Source: an optimization exercise on an open RTL-to-GDS flow (aim: a short achievable clock period and few clock cycles). Production flows keep margins and buffers that such runs may drop. In this exercise RTL edits were held to simulation tests only and were not proved equivalent to the original. Power figures rest on the tool's default switching activity, not on a simulated workload.

File: flow/config.mk
export PLATFORM = sky130hd
export DESIGN_NAME = nnrv_top
export DESIGN_NICKNAME = nnrv_top
export VERILOG_FILES = /design/flow/design.v
export SDC_FILE = /design/flow/constraint.sdc
export NUM_CORES = 4
export LEC_CHECK = 0
export CAP_MARGIN = 20
export CORE_MARGIN = 2
export CORE_UTILIZATION = 25
export PLACE_DENSITY = 0.5
export SLEW_MARGIN = 20
File: flow/design.v
`default_nettype none
module nnrv_reg
(
input wire i_clk,
input wire i_rst,
input wire [4:0] i_r1,
input wire [4:0] i_r2,
input wire i_w_en,
input wire [4:0] i_w,
input wire [31:0] i_w_reg,
output wire [31:0] o_r1_reg,
output wire [31:0] o_r2_reg
);
reg [31:0] regs [1:31];
assign o_r1_reg = (i_r1 == 5'd0) ? 32'd0 : regs[i_r1];
assign o_r2_reg = (i_r2 == 5'd0) ? 32'd0 : regs[i_r2];
integer i;
always @ (posedge i_clk or posedge i_rst) begin
    if (i_rst) begin
        for (i = 1; i < 32; i = i + 1) begin
            regs[i] <= 32'd0;
        end
    end else begin
        for (i = 1; i < 32; i = i + 1) begin
            if (i_w_en && (i_w == i)) begin
                regs[i] <= i_w_reg;
            end
        end
    end
end
endmodule
`default_nettype none
module nnrv_top
(
i_clk,
i_rst,
o_imem_addr,
i_imem_data,
o_dmem_addr,
o_dmem_rd_en,
o_dmem_wr_en,
o_dmem_mask,
o_dmem_wdata,
i_dmem_rdata
);
input wire i_clk;
input wire i_rst;
output wire [31:0] o_imem_addr;
input wire [31:0] i_imem_data;
output wire [31:0] o_dmem_addr;
output wire o_dmem_rd_en;
output wire o_dmem_wr_en;
output wire [3:0] o_dmem_mask;
output wire [31:0] o_dmem_wdata;
input wire [31:0] i_dmem_rdata;
localparam [6:0] OPC_OP_IMM = 7'b0010011;
localparam [6:0] OPC_LUI    = 7'b0110111;
localparam [6:0] OPC_AUIPC  = 7'b0010111;
localparam [6:0] OPC_OP     = 7'b0110011;
localparam [6:0] OPC_JAL    = 7'b1101111;
localparam [6:0] OPC_JALR   = 7'b1100111;
localparam [6:0] OPC_BRANCH = 7'b1100011;
localparam [6:0] OPC_LOAD   = 7'b0000011;
localparam [6:0] OPC_STORE  = 7'b0100011;
reg [9:1] fp;             
reg [31:0] pc_redir;      
wire stall;
wire redir;
wire [31:0] redir_tgt;
wire [31:0] fi = i_imem_data;
wire f_is_jal = (fi[6:0] == OPC_JAL);
wire f_is_bb = (fi[6:0] == OPC_BRANCH) && fi[31];
wire f_pred = f_is_jal || f_is_bb;
wire [9:1] f_imm = fi[3] ? fi[29:21] : {fi[29:25], fi[11:8]};
wire [9:1] f_next = f_pred ? (fp + f_imm) : (fp + 9'd2);
assign o_imem_addr = {22'd0, fp, 1'b0};
always @ (posedge i_clk or posedge i_rst) begin
    if (i_rst) begin
        fp <= 9'd0;
        pc_redir <= 32'd0;
    end else if (redir) begin
        fp <= redir_tgt[9:1];
        pc_redir <= redir_tgt;
    end else if (!stall) begin
        fp <= f_next;
    end
end
reg d_v;
reg [31:0] d_ins;
reg d_pred;
reg [31:0] d_pc;
wire [6:0] d_op = d_ins[6:0];
wire [4:0] d_rd = d_ins[11:7];
wire [4:0] d_rs1 = d_ins[19:15];
wire [4:0] d_rs2 = d_ins[24:20];
wire [2:0] d_f3 = d_ins[14:12];
wire d_lui = (d_op == OPC_LUI);
wire d_auipc = (d_op == OPC_AUIPC);
wire d_jal = (d_op == OPC_JAL);
wire d_jalr = (d_op == OPC_JALR);
wire d_br = (d_op == OPC_BRANCH);
wire d_ld = (d_op == OPC_LOAD);
wire d_st = (d_op == OPC_STORE);
wire d_opi = (d_op == OPC_OP_IMM);
wire d_opr = (d_op == OPC_OP);
wire [31:0] imm_i = {{21{d_ins[31]}}, d_ins[30:20]};
wire [31:0] imm_s = {{21{d_ins[31]}}, d_ins[30:25], d_ins[11:7]};
wire [31:0] imm_b = {{20{d_ins[31]}}, d_ins[7], d_ins[30:25], d_ins[11:8], 1'b0};
wire [31:0] imm_u = {d_ins[31:12], 12'd0};
wire [31:0] imm_j = {{12{d_ins[31]}}, d_ins[19:12], d_ins[20], d_ins[30:21], 1'b0};
wire d_use1 = d_jalr || d_br || d_ld || d_st || d_opi || d_opr;
wire d_use2 = d_br || d_st || d_opr;
wire d_wen = (d_lui || d_auipc || d_jal || d_jalr || d_ld || d_opi || d_opr) && (d_rd != 5'd0);
wire [31:0] d_pc4 = d_pc + 32'd4;
wire [31:0] d_tgt = d_pc + (d_jal ? imm_j : imm_b);
wire [31:0] d_succ = d_pred ? d_tgt : d_pc4;
reg e_v;
reg e_wen;
reg e_ld;
reg [4:0] e_rd;
reg m_v;
reg m_wen;
reg [4:0] m_rd;
reg w_wen;
reg [4:0] w_rd;
reg [31:0] w_val;
reg [31:0] m_res;
wire [31:0] rf_r1;
wire [31:0] rf_r2;
nnrv_reg nnrv_reg (
    .i_clk(i_clk),
    .i_rst(i_rst),
    .i_r1(d_rs1),
    .i_r2(d_rs2),
    .i_w_en(w_wen),
    .i_w(w_rd),
    .i_w_reg(w_val),
    .o_r1_reg(rf_r1),
    .o_r2_reg(rf_r2)
);
wire [31:0] d_rv1 = (w_wen && (w_rd == d_rs1)) ? w_val : rf_r1;
wire [31:0] d_rv2 = (w_wen && (w_rd == d_rs2)) ? w_val : rf_r2;
wire e_wr = e_v && e_wen;
wire m_wr = m_v && m_wen;
wire hit1_e = e_wr && (e_rd == d_rs1);
wire hit2_e = e_wr && (e_rd == d_rs2);
wire hit1_m = m_wr && (m_rd == d_rs1);
wire hit2_m = m_wr && (m_rd == d_rs2);
assign stall = d_v && e_v && e_ld && e_wen &&
               ((d_use1 && (e_rd == d_rs1)) || (d_use2 && (e_rd == d_rs2)));
wire d_b_reg = d_opr || d_br;
always @ (posedge i_clk or posedge i_rst) begin
    if (i_rst) begin
        d_v <= 1'b0;
    end else if (redir) begin
        d_v <= 1'b0;
    end else if (!stall) begin
        d_v <= 1'b1;
    end
end
always @ (posedge i_clk) begin
    if (!stall) begin
        d_ins <= fi;
        d_pred <= f_pred;
        d_pc <= d_v ? d_succ : pc_redir;
    end
end
reg [31:0] e_a;
reg [31:0] e_b;
reg [31:0] e_s;
reg e_fa_e, e_fa_m, e_fb_e, e_fb_m, e_fs_e, e_fs_m;
reg e_st;
reg e_br;
reg e_jalr;
reg e_pred;
reg [2:0] e_f3;
reg [31:0] e_alt;
reg [31:0] e_link;
reg e_add, e_sub, e_slt, e_sltu, e_xor, e_or, e_and, e_sll, e_srl, e_sra, e_lnk;
wire d_go = d_v && !stall && !redir;
always @ (posedge i_clk or posedge i_rst) begin
    if (i_rst) begin
        e_v <= 1'b0;
    end else begin
        e_v <= d_go;
    end
end
always @ (posedge i_clk) begin
    e_a <= d_lui ? 32'd0 : d_auipc ? d_pc : d_rv1;
    e_b <= d_b_reg ? d_rv2 : d_st ? imm_s : (d_lui || d_auipc) ? imm_u : imm_i;
    e_s <= d_rv2;
    e_fa_e <= d_use1 && hit1_e;
    e_fa_m <= d_use1 && !hit1_e && hit1_m;
    e_fb_e <= d_b_reg && hit2_e;
    e_fb_m <= d_b_reg && !hit2_e && hit2_m;
    e_fs_e <= hit2_e;
    e_fs_m <= !hit2_e && hit2_m;
    e_rd <= d_rd;
    e_wen <= d_wen;
    e_ld <= d_ld;
    e_st <= d_st;
    e_br <= d_br;
    e_jalr <= d_jalr;
    e_pred <= d_pred;
    e_f3 <= d_f3;
    e_alt <= d_pred ? d_pc4 : d_tgt;
    e_link <= d_pc4;
    e_add <= d_lui || d_auipc || d_ld || d_st || ((d_opi || d_opr) && (d_f3 == 3'b000) && !(d_opr && d_ins[30]));
    e_sub <= d_opr && (d_f3 == 3'b000) && d_ins[30];
    e_slt <= (d_opi || d_opr) && (d_f3 == 3'b010);
    e_sltu <= (d_opi || d_opr) && (d_f3 == 3'b011);
    e_xor <= (d_opi || d_opr) && (d_f3 == 3'b100);
    e_or <= (d_opi || d_opr) && (d_f3 == 3'b110);
    e_and <= (d_opi || d_opr) && (d_f3 == 3'b111);
    e_sll <= (d_opi || d_opr) && (d_f3 == 3'b001);
    e_srl <= (d_opi || d_opr) && (d_f3 == 3'b101) && !d_ins[30];
    e_sra <= (d_opi || d_opr) && (d_f3 == 3'b101) && d_ins[30];
    e_lnk <= d_jal || d_jalr;
end
wire [31:0] ea = e_fa_e ? m_res : e_fa_m ? w_val : e_a;
wire [31:0] eb = e_fb_e ? m_res : e_fb_m ? w_val : e_b;
wire [31:0] es = e_fs_e ? m_res : e_fs_m ? w_val : e_s;
wire [31:0] e_sum = ea + eb;
wire [31:0] e_diff = ea - eb;
wire e_lt = $signed(ea) < $signed(eb);
wire e_ltu = ea < eb;
wire e_eq = (ea == eb);
wire [4:0] e_sh = eb[4:0];
wire [31:0] e_shl = ea << e_sh;
wire [31:0] e_shr = ea >> e_sh;
wire [31:0] e_shra = $signed(ea) >>> e_sh;
wire [31:0] e_res = ({32{e_add}} & e_sum)
                  | ({32{e_sub}} & e_diff)
                  | {31'd0, (e_slt & e_lt) | (e_sltu & e_ltu)}
                  | ({32{e_xor}} & (ea ^ eb))
                  | ({32{e_or}} & (ea | eb))
                  | ({32{e_and}} & (ea & eb))
                  | ({32{e_sll}} & e_shl)
                  | ({32{e_srl}} & e_shr)
                  | ({32{e_sra}} & e_shra)
                  | ({32{e_lnk}} & e_link);
reg e_taken;
always @ * begin
    case (e_f3)
    3'b000: e_taken = e_eq;
    3'b001: e_taken = !e_eq;
    3'b100: e_taken = e_lt;
    3'b101: e_taken = !e_lt;
    3'b110: e_taken = e_ltu;
    default: e_taken = !e_ltu;
    endcase
end
assign redir = e_v && ((e_br && (e_taken != e_pred)) || e_jalr);
assign redir_tgt = e_jalr ? {e_sum[31:1], 1'b0} : e_alt;
reg m_ld;
reg [2:0] m_f3;
reg m_rden;
reg m_wren;
reg [3:0] m_mask;
reg [31:0] m_wdata;
always @ (posedge i_clk or posedge i_rst) begin
    if (i_rst) begin
        m_v <= 1'b0;
        m_rden <= 1'b0;
        m_wren <= 1'b0;
    end else begin
        m_v <= e_v;
        m_rden <= e_v && e_ld;
        m_wren <= e_v && e_st;
    end
end
always @ (posedge i_clk) begin
    m_res <= e_res;
    m_rd <= e_rd;
    m_wen <= e_wen;
    m_ld <= e_ld;
    m_f3 <= e_f3;
    case (e_f3[1:0])
    2'b00: begin
           m_mask <= 4'b0001 << e_sum[1:0];
           m_wdata <= {4{es[7:0]}};
           end
    2'b01: begin
           m_mask <= e_sum[1] ? 4'b1100 : 4'b0011;
           m_wdata <= {2{es[15:0]}};
           end
    default: begin
           m_mask <= 4'b1111;
           m_wdata <= es;
           end
    endcase
end
assign o_dmem_addr = m_res;
assign o_dmem_rd_en = m_rden;
assign o_dmem_wr_en = m_wren;
assign o_dmem_mask = m_mask;
assign o_dmem_wdata = m_wdata;
wire [31:0] rdat = i_dmem_rdata;
wire [15:0] ld_h = m_res[1] ? rdat[31:16] : rdat[15:0];
wire [7:0] ld_b = m_res[0] ? ld_h[15:8] : ld_h[7:0];
reg [31:0] ld_val;
always @ * begin
    case (m_f3)
    3'b000: ld_val = {{24{ld_b[7]}}, ld_b};
    3'b001: ld_val = {{16{ld_h[15]}}, ld_h};
    3'b100: ld_val = {24'd0, ld_b};
    3'b101: ld_val = {16'd0, ld_h};
    default: ld_val = rdat;
    endcase
end
always @ (posedge i_clk or posedge i_rst) begin
    if (i_rst) begin
        w_wen <= 1'b0;
    end else begin
        w_wen <= m_v && m_wen;
    end
end
always @ (posedge i_clk) begin
    w_rd <= m_rd;
    w_val <= m_ld ? ld_val : m_res;
end
endmodule
File: flow/run.sh
#!/bin/bash
# synth_recipe.tcl (not shown) runs the flow's synth.tcl, then flattens the netlist and writes it again
# the make line also repeats each setting of config.mk as NAME=value (left out here)
make -C /OpenROAD-flow-scripts/flow DESIGN_CONFIG=/design/flow/config.mk WORK_HOME=/design/flow/orfs CLKGATE_MAP_FILE= SYNTH_SCRIPT=/design/flow/synth_recipe.tcl finish
File: flow/constraint.sdc
create_clock -name core_clock -period 10.0 [get_ports {i_clk}]
set_input_delay 2.0000 -clock core_clock [delete_from_list [all_inputs] [get_ports {i_clk}]]
set_output_delay 2.0000 -clock core_clock [all_outputs]
set_load 0.01 [all_outputs]
==> summary.txt <==
## power by group through the flow
stage	clock network [mW]	logic, mW	registers [mW]
after floorplan	0	1.48	6.43
after global placement	0	2.32	6.67
after detailed placement	0	2.33	6.67
after CTS	6.38	2.34	6.57
after global routing	6.61	2.54	6.60
final	6.33	2.39	6.58
## path summary, 6_finish.rpt
path / from / endpoint / slack, ns / cells past startpoint
setup / recovery: d_ins[5]$_DFFE_PN_ / d_pc[30]$_DFFE_PN_ / 3.54 / 16
hold / removal: m_rd[1]$_DFF_P_ / w_rd[1]$_DFF_P_ / 0.31 / 0
setup reg to reg: d_ins[5]$_DFFE_PN_ / d_pc[30]$_DFFE_PN_ / 3.54 / 16
hold reg to reg: m_rd[1]$_DFF_P_ / w_rd[1]$_DFF_P_ / 0.31 / 0
max in group asynchronous: i_rst / nnrv_reg.regs[21][9]$_DFFE_PP0P_ / 6.28 / 4
min in group asynchronous: i_rst / m_v$_DFF_PP0_ / 1.51 / 2
## Yosys cell counts, types with 137 or more instances
master	number	area, um^2
a21oi_1	396	1982
a221oi_1	211	1848
a22o_1	195	1708
a22oi_1	478	3588
clkbuf_1	537	2016
dfrtp_1	1039	26000
dfxtp_1	305	6106
ha_1	137	1714
inv_1	146	548.0
mux2_2	1037	11680
mux2i_1	256	2562
nand2_1	419	1573
nand3_1	155	775.7
nand4_1	156	975.9
nor2_1	384	1441
o21ai_0	250	1251
## flip-flops by register name (all words and copies together), names as in the netlist, 4 cells and up
| register | flops |
|---|---|
| m_res | 32 |
| m_wdata | 32 |
| e_rd | 5 |
| nnrv_reg.regs | 992 |
| m_rd | 5 |
| d_ins | 32 |
| fp | 9 |
| d_pc | 32 |
| m_mask | 4 |
| w_rd | 5 |
| w_val | 32 |
| e_a | 32 |
| e_alt | 31 |
| e_s | 32 |
| pc_redir | 32 |
| e_b | 32 |
| e_link | 32 |
## routing by layer
metal / wire length (um) / share of wire / track usage
met4: 34620 / 0.084 / 0.1799
met3: 48570 / 0.12 / 0.08380
met1: 156100 / 0.38 / 0.3154
met2: 174300 / 0.42 / 0.3778
met5: 311 / 0.00075 / 0.001250
## logic make-up (layout without fill, tap and decap cells)
logic type,after synthesis,after routing,synth area share
DFF,1409,1409,0.4461
other,1,43,0.00004912
xor gates and xnor gates,126,126,0.01446
muxes,1305,1305,0.1892
buffers and inverters,853,851,0.04437
adders and majority gates,141,141,0.02350
and+or+nand+nor,1453,1453,0.08988
AOI/OAI and AO/OA,2056,2056,0.1924
## stage by stage
| stage | utilization | worst slack (ns) |
|---|---|---|
| 2_1_floorplan | - | -6.324 |
| 3_3_place_gp | 0.2728 | 3.628 |
| 3_5_place_dp | 0.2728 | 3.698 |
| 4_1_cts | 0.2910 | 3.665 |
| 5_1_grt | 0.2911 | 3.150 |
| 6_report | 0.2913 | 3.544 |
## final cells by class
type / count / share of cell area
Tap cell: 3978 / 0.05634
Multi-Input combinational cell: 5104 / 0.4491
Clock inverter: 54 / 0.007322
Antenna cell: 20 / 0.0005665
Clock buffer: 240 / 0.05500
Inverter: 154 / 0.006614
Sequential cell: 1409 / 0.3856
Timing Repair Buffer: 403 / 0.03940
## critical path: cells and delay by family (launching register included)
| kind | cells | cell delay [ns] |
|---|---|---|
| DFF | 1 | 1.04 |
| AOI/OAI and AO/OA | 8 | 3.08 |
| muxes | 1 | 0.14 |
| and+or+nand+nor | 6 | 1.67 |
| adders and majority gates | 1 | 0.27 |
==> impl_results.md <==
* Run status: no timing/DRC/antenna violations
* Async set-or-reset flop fraction in the synthesized netlist at 0.7374
* Worst-Margin Slew at 1.354 ns
* CP required at 10.58 ns
* Netlist cell types at 95
* Layout area overhead at 15.73%
* Worst-skew pair later-pin latency at 0.90 ns
* Register area share after synthesis at 0.4461
* Commonest non-fill, non-tap cell in the layout: dfrtp_1
* Max-slew headroom at 0.08953
* PortBufs at 144
* Number of global-route vias before repair at 66710
* Seq. cell area at 34070 um^2
* WP data arrival at 7.03 ns
* Final wirelength at 413.9 mm
* Most frequent cells in the layout: dfrtp_1, mux2_2, a22oi_1
* Final setup violating endpoints at 0
* Drt pass-1 iters at 10
* Largest net degree at the start of global routing at 173
* Final-layout fill cell count at 31360
* Total CTS buffers at 169
* Core Area at 303300 um^2
* Initial antenna violation count at 26
* Switching Fraction at 0.3053
* Clock Power Share at 0.413
* Sinks on Clock Net at 1409
* Max-cap viol count at 0
* Net Sw Power at 4.673 mW
* Max Freq at 0.1549 GHz
* Layout cell share with drive strength beyond 1 at 0.2351
* Slowest stage delay, CP at 1.04 ns
* GRT Overall Usage at 0.2568
* Period utilization at 0.6456
* Critical path, cell by cell: nand2b_1 > nor3_1 > and2_1 > nand2_1 > nand2_1 > ha_1 > a21o_1 > a21oi_1 > a21boi_0 > o311ai_0 > a31oi_1 > a2111oi_0 > nor2_1 > a211oi_1 > mux2i_1 > o221a_2
* TritonCTS clock tree: built
* CP Class: flip-flop to flip-flop
* Clock tree buffer depth at 4
* Comb pwr share at 0.156
* Post-CTS sizing at 0
* Die height at 556.6 um
* Drt drc at 0
* Vias at 70050
* GPL Wtd Cong at 0.9862
* Slew Limit Fails at 0
* CP max FO at 39
* Vias per cell at 6.165
* Int Pwr at 10.63 mW
* Initial Utilization at 0.2517
* Flop and latch count out of synthesis at 1409
* Hold Crit Class: flip-flop to flip-flop
* 1st-iter DRT viols at 11090
* Synth warnings at 35
* Post-route insts no fill at 11360
* CP max stage cell: edfxtp_1
* RSZ-0062 raised after global routing: no
* Number of synthesized flops with an enable pin at 65
* Wirelength per Cell at 36.43 um
* Clock slew at reported path FFs at 0.06 ns
* Dpl cell area at 82740 um^2
* Fin Clk Skew at 0.09948 ns
* CP Launch Type: flip-flop
* TNS Setup at 0 ns
* Global route overflow at 0
* Worst VDD drop at 0.0001507 V
* Seq pwr share at 0.430
* I/O pins at 168
* Rows at 202
* Area of the multi-input gates at 39680 um^2
* Placed Instances at 11050
* Main synth FF type: dfrtp_1
* Crit-path most repeated cell: nand2_1
* Leak pwr at 38.01 nW
* Mapped cell area at 76340 um^2
* PwrDens at 173.3 nW/um^2
* Final Power at 15.31 mW
* Fin crit period at 6.456 ns
* Cts hold-fix bufs at 0
* H-tree Lvls at 4
* Die area at 309800 um^2
* Setup Fix Bufs, Post-CTS at 0
* Syn Inst Count at 7344
* Syn avg cell area at 10.39 um^2
* Die Wd at 556.6 um
* Fin Hold WS at 0.3139 ns
* Hpwl dp at 258.4 mm
* Final hold violations at 0
* Layout Nets at 7448
* Worst setup EP type: flip-flop
* Global-route wire length before repair at 561.3 mm
* CTS root buffer: clkbuf_16
* Final instance area at 88350 um^2
* Detail Route Antenna Nets at 0
Testbench counts, summed over its fixed seeds: cycles 50,148.

## static timing again, ports no longer ideal
In the flow no input, the clock included, has a driving cell. The finished layout below was timed again as built, in two steps.
Step 1 sets driving cells, clkbuf_16 on the clock port and buf_2 on the other inputs (assumed; they add their load-dependent delay and slew).
Step 2 also shifts input and output timing later by t, the mid clock arrival at the registers, as if the neighbouring blocks saw the same clock.
Three values: ideal ports, drivers, drivers and shift; two values: the first two.
shift t [ns]: 0.953
slack for setup (ns): 3.544 / 3.544 / 3.544
hold slack, ns: 0.314 / 0.314 / 0.314
worst setup path after step 2: register to register
clock arrival spread, ns: 0.104 / 0.104
After both steps setup and hold are still met in this run. For this run, drivers alone change the setup slack by 0.000 ns; drivers and shift together by 0.000 ns.
